Source: an optimization exercise on an open RTL-to-GDS flow (aim: small area, a short achievable clock period and few clock cycles per item). Production flows keep margins and buffers that such runs may drop. In this exercise RTL edits were held to simulation tests only and were not proved equivalent to the original. Power is estimated from default activity; no workload was simulated.

// dijkstra_mod
module dijkstra_mod(
    input clk,
    input rst,
    input start,
    input [7:0] src,
    input [7:0] dest,
    output reg path_ready,
    output reg [95:0] path
    );
For scale: about 1100 cells after synthesis, about 120 flip-flops, roughly 120 I/O pins, ~9100 sq um of cells after synthesis.
==> flow/config.mk <==
export PLATFORM = sky130hd
export DESIGN_NAME = dijkstra_mod
export DESIGN_NICKNAME = dijkstra_mod
export VERILOG_FILES = /design/flow/design.v
export SDC_FILE = /design/flow/constraint.sdc
export NUM_CORES = 4
export LEC_CHECK = 0
export ABC_CLOCK_PERIOD_IN_PS = 4000
export CAP_MARGIN = 20
export CORE_MARGIN = 2
export CORE_UTILIZATION = 30
export SLEW_MARGIN = 20
export SYNTH_MEMORY_MAX_BITS = 65536
==> flow/constraint.sdc <==
create_clock -name core_clock -period 20.0 [get_ports {clk}]
set_input_delay 4.0000 -clock core_clock [delete_from_list [all_inputs] [get_ports {clk}]]
set_output_delay 4.0000 -clock core_clock [all_outputs]
set_load 0.01 [all_outputs]
standard.sh (not shown) runs the stock make flow with config.mk's settings and CLKGATE_MAP_FILE= SYNTH_SCRIPT=/design/flow/synth_recipe.tcl, a recipe that flattens the netlist after the stock synthesis.
==> flow/flow/run.sh <==
#!/bin/bash
# Standard ORFS layout (the standard.sh), with timing repair asked to reach a
# larger setup slack than the clock needs, so the layout runs faster, and the
# smallest buffer cell for the port buffers.  The clock period, SDC and all
# other settings are the standard flow's.
set -euo pipefail
export SETUP_SLACK_MARGIN=15
export BUFFER_PORTS_ARGS="-buffer_cell sky130_fd_sc_hd__buf_1"
bash standard.sh > standard_flow.log 2>&1
Testbench counts at the start, summed over its fixed seeds: cycles 188, queries 64.
Rerun with:
--- a/flow/config.mk
+++ b/flow/config.mk
@@ -8 +7,0 @@
-export ABC_CLOCK_PERIOD_IN_PS = 4000
@@ -11,0 +11 @@
+export PLACE_DENSITY = 0.75
=> Register-to-register slack gets worse by 80 ps; power is lower by a few percent; final cell count hardly moves; clock-buffer cell count grows by 1; via count is higher slightly.

* * *

dijkstra_mod, a different RTL version from the one above (not shown whole).
For scale: about 1100 cells after synthesis.
export LEC_CHECK = 0
export CAP_MARGIN = 20
export CORE_MARGIN = 2
export CORE_UTILIZATION = 30
export SLEW_MARGIN = 20
export SYNTH_MEMORY_MAX_BITS = 65536
create_clock -name core_clock -period 20.0 [get_ports {clk}]
==> flow/flow/run.sh <==
#!/bin/bash
# Standard ORFS layout (the standard.sh), with timing repair asked to reach a
# larger setup slack than the clock needs, so the layout runs faster.  The clock
# period, SDC and all other settings are the standard flow's.
set -euo pipefail
export SETUP_SLACK_MARGIN=15
bash standard.sh > standard_flow.log 2>&1
The first run went through all stages and came out clean.
Testbench counts at the start, summed over its fixed seeds: cycles 188, queries 64.
Rerun with:
==> flow/run.sh (new file) <==
#!/bin/bash
# synth_recipe.tcl (not shown) runs the flow's synth.tcl, then flattens the netlist and writes it again
# the make line also repeats each setting of config.mk as NAME=value (left out here)
make -C /OpenROAD-flow-scripts/flow DESIGN_CONFIG=/design/flow/config.mk WORK_HOME=/design/flow/orfs CLKGATE_MAP_FILE= SYNTH_SCRIPT=/design/flow/synth_recipe.tcl finish
removed: flow/flow/run.sh
removed: flow/standard.sh
Outcome: The changed run finished clean. Core utilization falls by 4.0 points. Wire length falls by 11%. Maximum frequency falls by about 27%. Synthesized area does not change. Via count falls by 6.2%. Cell count falls by about 5.6%.
Rerun with:
==> flow/flow/run.sh (new file) <==
#!/bin/bash
# Standard ORFS layout (the standard.sh), with timing repair asked to reach a
# larger setup slack than the clock needs, so the layout runs faster, and the
# smallest buffer cell for the port buffers.  The clock period, SDC and all
# other settings are the standard flow's.
set -euo pipefail
export SETUP_SLACK_MARGIN=15
export BUFFER_PORTS_ARGS="-buffer_cell sky130_fd_sc_hd__buf_1"
bash standard.sh > standard_flow.log 2>&1
==> flow/standard.sh (new file) <==
#!/bin/bash
# synth_recipe.tcl (not shown) runs the flow's synth.tcl, then flattens the netlist and writes it again
# the make line also repeats each setting of config.mk as NAME=value (left out here)
make -C /OpenROAD-flow-scripts/flow DESIGN_CONFIG=/design/flow/config.mk WORK_HOME=/design/flow/orfs CLKGATE_MAP_FILE= SYNTH_SCRIPT=/design/flow/synth_recipe.tcl "${@:-finish}"
removed: flow/run.sh
Result: Final area rises by a few percent. Global-route usage rises by 2.0 points. Sequential share of layout area falls by 1.8 points. Die area stays the same. Utilization rises by 2.3 points. First-iteration DRC count falls by roughly a tenth. Total power rises by a few percent. Via count rises by a few percent. Synthesized area is unchanged. Routed wire length rises by a little under a tenth.
Rerun with:
--- a/flow/flow/run.sh
+++ b/flow/flow/run.sh
@@ -7 +7 @@
-export SETUP_SLACK_MARGIN=15
+export SETUP_SLACK_MARGIN=14.7
Synthesized area stays the same.
Final area is lower by a few percent.
Global-route usage goes down by 3.7 points.
First-iteration DRC count decreases by a few percent.
Flip-flop and latch count stays the same.
Worst hold slack gets worse by 0.0057 ns.
Worst setup slack loses 0.33 ns.
Cell count fell slightly.
Rerun with:
--- a/flow/flow/run.sh
+++ b/flow/flow/run.sh
@@ -7 +7 @@
-export SETUP_SLACK_MARGIN=14.7
+export SETUP_SLACK_MARGIN=15
CTS_CLUSTER_DIAMETER = 80   (was unset)
CTS_CLUSTER_SIZE = 40   (was unset)
Critical path depth came out lower by 16.
Combinational power came out higher by 11%.
Die area stays the same.
Total power is about the same.
Global-route usage came out higher by 3.7 points.
Via count came out higher by 3.8%.
Wire length came out higher by 13%.
Clock skew came out lower by 0.012 ns.
Synthesized cell count stays the same.
Sequential share of layout area came out lower by 1.5 points.
Utilization came out higher by 1.9 points.

* * *

## JK
dijkstra_mod again, from the RTL that the note above started with.
==> flow/design.v (excerpt) <==
module dijkstra_mod(
    input clk,
    input rst,
    input start,
    input [7:0] src,
    input [7:0] dest,
    output reg path_ready,
    output reg [95:0] path
    );
export LEC_CHECK = 0
export CAP_MARGIN = 20
export CORE_MARGIN = 2
export CORE_UTILIZATION = 30
export SLEW_MARGIN = 20
export SYNTH_MEMORY_MAX_BITS = 65536
export TNS_END_PERCENT = 10
create_clock -name core_clock -period 20.0 [get_ports {clk}]
==> flow/flow/run.sh <==
#!/bin/bash
# Standard ORFS layout (the standard.sh), with timing repair asked to reach a
# larger setup slack than the clock needs, so the layout runs faster, and the
# smallest buffer cell for the port buffers.  The clock period, SDC and all
# other settings are the standard flow's.
set -euo pipefail
export SETUP_SLACK_MARGIN=15
export BUFFER_PORTS_ARGS="-buffer_cell sky130_fd_sc_hd__buf_1"
bash standard.sh > standard_flow.log 2>&1
Testbench counts of JK, summed over its fixed seeds: cycles 188, queries 64.
--- input diff JK..MS ---
Settings: TNS_END_PERCENT no longer set, was 10; CTS_BUF_LIST now sky130_fd_sc_hd__clkbuf_8, previously not set.
- MS reached the end of the flow, and the finished layout is clean on the timing, DRC and antenna checks.
- Between JK and MS, the difference in global routing usage summed across all routing layers is negligible.
- Final non-filler cell total essentially unchanged between JK and MS.
- Lower met1 usage in global routing goes to JK over MS.
- The total wirelength of the detailed-routed design number comes out higher for JK vs MS.
- | worst clock skew | MS vs JK | ≈ equal |
- Summary — combinational fraction of design power, MS relative to JK: higher, by 2.8 points.
- Status: detailed-route wire length per cell parity (JK, MS)
- The area added between synthesis and finish of MS falls short of that of JK by 2.2 points.
The following lists how AL was set up differently from MS:
Settings: CTS_BUF_LIST no longer set, was sky130_fd_sc_hd__clkbuf_8.
-- flow/flow/run.sh --
<<< MS, line 6
set -euo pipefail
export SETUP_SLACK_MARGIN=15
export BUFFER_PORTS_ARGS="-buffer_cell sky130_fd_sc_hd__buf_1"
>>> AL, line 6
set -euo pipefail
export SETUP_SLACK_MARGIN=15.5
export BUFFER_PORTS_ARGS="-buffer_cell sky130_fd_sc_hd__buf_1"
==> comparison <==
Worst setup path startpoint = path[36]: AL; worst setup path startpoint = cur[0]: MS
AL consumes more power than MS does.
Looking at critical path data arrival time, AL sits 4350 ps lower than MS does.
Changes observed in AL relative to MS: average wire length per cell after detail routing shows an increase of 7.4%, routed wire length increased about 18%.
Measured against MS, the routed metal-1 wirelength of AL comes out at 1.14 times the reference value.
Critical path depth for AL: 15 down relative to MS
The higher layout buffering overhead excluding clock cells came out of AL.

* * *

RTL: one of the versions met above, not the one the previous note started from.
For scale: ~1100 cells after synthesis, roughly 120 flip-flops, ~120 I/O pins, ~9100 sq um of cells after synthesis.
Settings: LEC_CHECK=0, CAP_MARGIN=20, CORE_MARGIN=2, CORE_UTILIZATION=30, SLEW_MARGIN=20, SYNTH_MEMORY_MAX_BITS=65536; clock period 20.0 ns.
==> flow/flow/run.sh <==
#!/bin/bash
# Standard ORFS layout (the standard.sh), with timing repair asked to reach a
# larger setup slack than the clock needs, so the layout runs faster, and the
# smallest buffer cell for the port buffers.  The clock period, SDC and all
# other settings are the standard flow's.
set -euo pipefail
export SETUP_SLACK_MARGIN=14.9
export BUFFER_PORTS_ARGS="-buffer_cell sky130_fd_sc_hd__buf_1"
bash standard.sh > standard_flow.log 2>&1
The first run went through all stages and came out clean.
Testbench counts at the start, summed over its fixed seeds: cycles 188, queries 64.
Next try:
--- a/flow/flow/run.sh
+++ b/flow/flow/run.sh
@@ -6,3 +6,3 @@
 set -euo pipefail
-export SETUP_SLACK_MARGIN=14.9
+export SETUP_SLACK_MARGIN=15
 export BUFFER_PORTS_ARGS="-buffer_cell sky130_fd_sc_hd__buf_1"
CORE_UTILIZATION = 40   (was 30)
Outcome:
- routed wire length is lower by 2.4%
- global-route usage went up by 8.0 points
- synthesized cell count stays the same
- maximum frequency grows by 2.2%
- setup slack gets better by 0.11 ns
- combinational power is higher by about 3%
- cell count falls by 5.4%
- via count climbs by 1.2%
Next try:
CAP_MARGIN = 0   (was 20)
CORE_UTILIZATION = 30   (was 40)
SLEW_MARGIN = 0   (was 20)
After rerunning: The changed run finished with timing, DRC and antenna clean. Routed wire length rose by a few percent. Cell count rose by a few percent. Global-route usage fell by 8.6 points. Combinational power rose slightly. Worst setup slack gains 0.095 ns.

[port drivers added, routing unchanged]
The flow's constraints put no driver on any port. The routed layouts listed below were extracted and timed again, unchanged, in two steps. Step 1, drivers: a clkbuf_16 drives clk and a buf_2 each remaining input, both assumed. Step 2 times the ports against the registers' clock, not the clock port: input delays grow and output delays shrink by t, the midpoint of the rising clock arrivals with the driver on. Three values: no drivers, after step 1, after step 2; two values: the first two.
run	shift t [ns]	slack for setup (ns)	slew at the worst register clock pin (ns)	cell pins on the clock port's net
the first run of note 1	0.473	14.977 / 14.968 / 14.522	0.08 / 0.08	1
the second run of note 1	0.456	14.862 / 14.873 / 14.417	0.06 / 0.06	1
the first run of note 2	0.473	14.956 / 14.956 / 14.544	0.07 / 0.07	1
the second run of note 2	0.470	13.091 / 13.091 / 13.091	0.07 / 0.07	1
the third run of note 2	0.467	15.000 / 14.950 / 14.650	0.07 / 0.07	1
the fourth run of note 2	0.466	14.667 / 14.667 / 14.375	0.06 / 0.06	1
the fifth run of note 2	0.467	15.000 / 14.950 / 14.650	0.07 / 0.07	1
JK	0.464	14.982 / 14.952 / 14.617	0.07 / 0.07	1
MS	0.499	14.851 / 14.851 / 14.447	0.09 / 0.09	1
AL	0.476	14.988 / 14.935 / 14.811	0.06 / 0.06	1
the first run of note 4	0.474	14.797 / 14.797 / 14.368	0.07 / 0.07	1
the second run of note 4	0.465	14.911 / 14.933 / 14.468	0.07 / 0.07	1
the third run of note 4	0.471	15.006 / 14.968 / 14.811	0.07 / 0.07	1
After both steps every run listed still meets setup and hold. For the first run of note 1, which loses most, drivers alone change the setup slack by -0.009 ns; drivers and shift together by -0.455 ns.
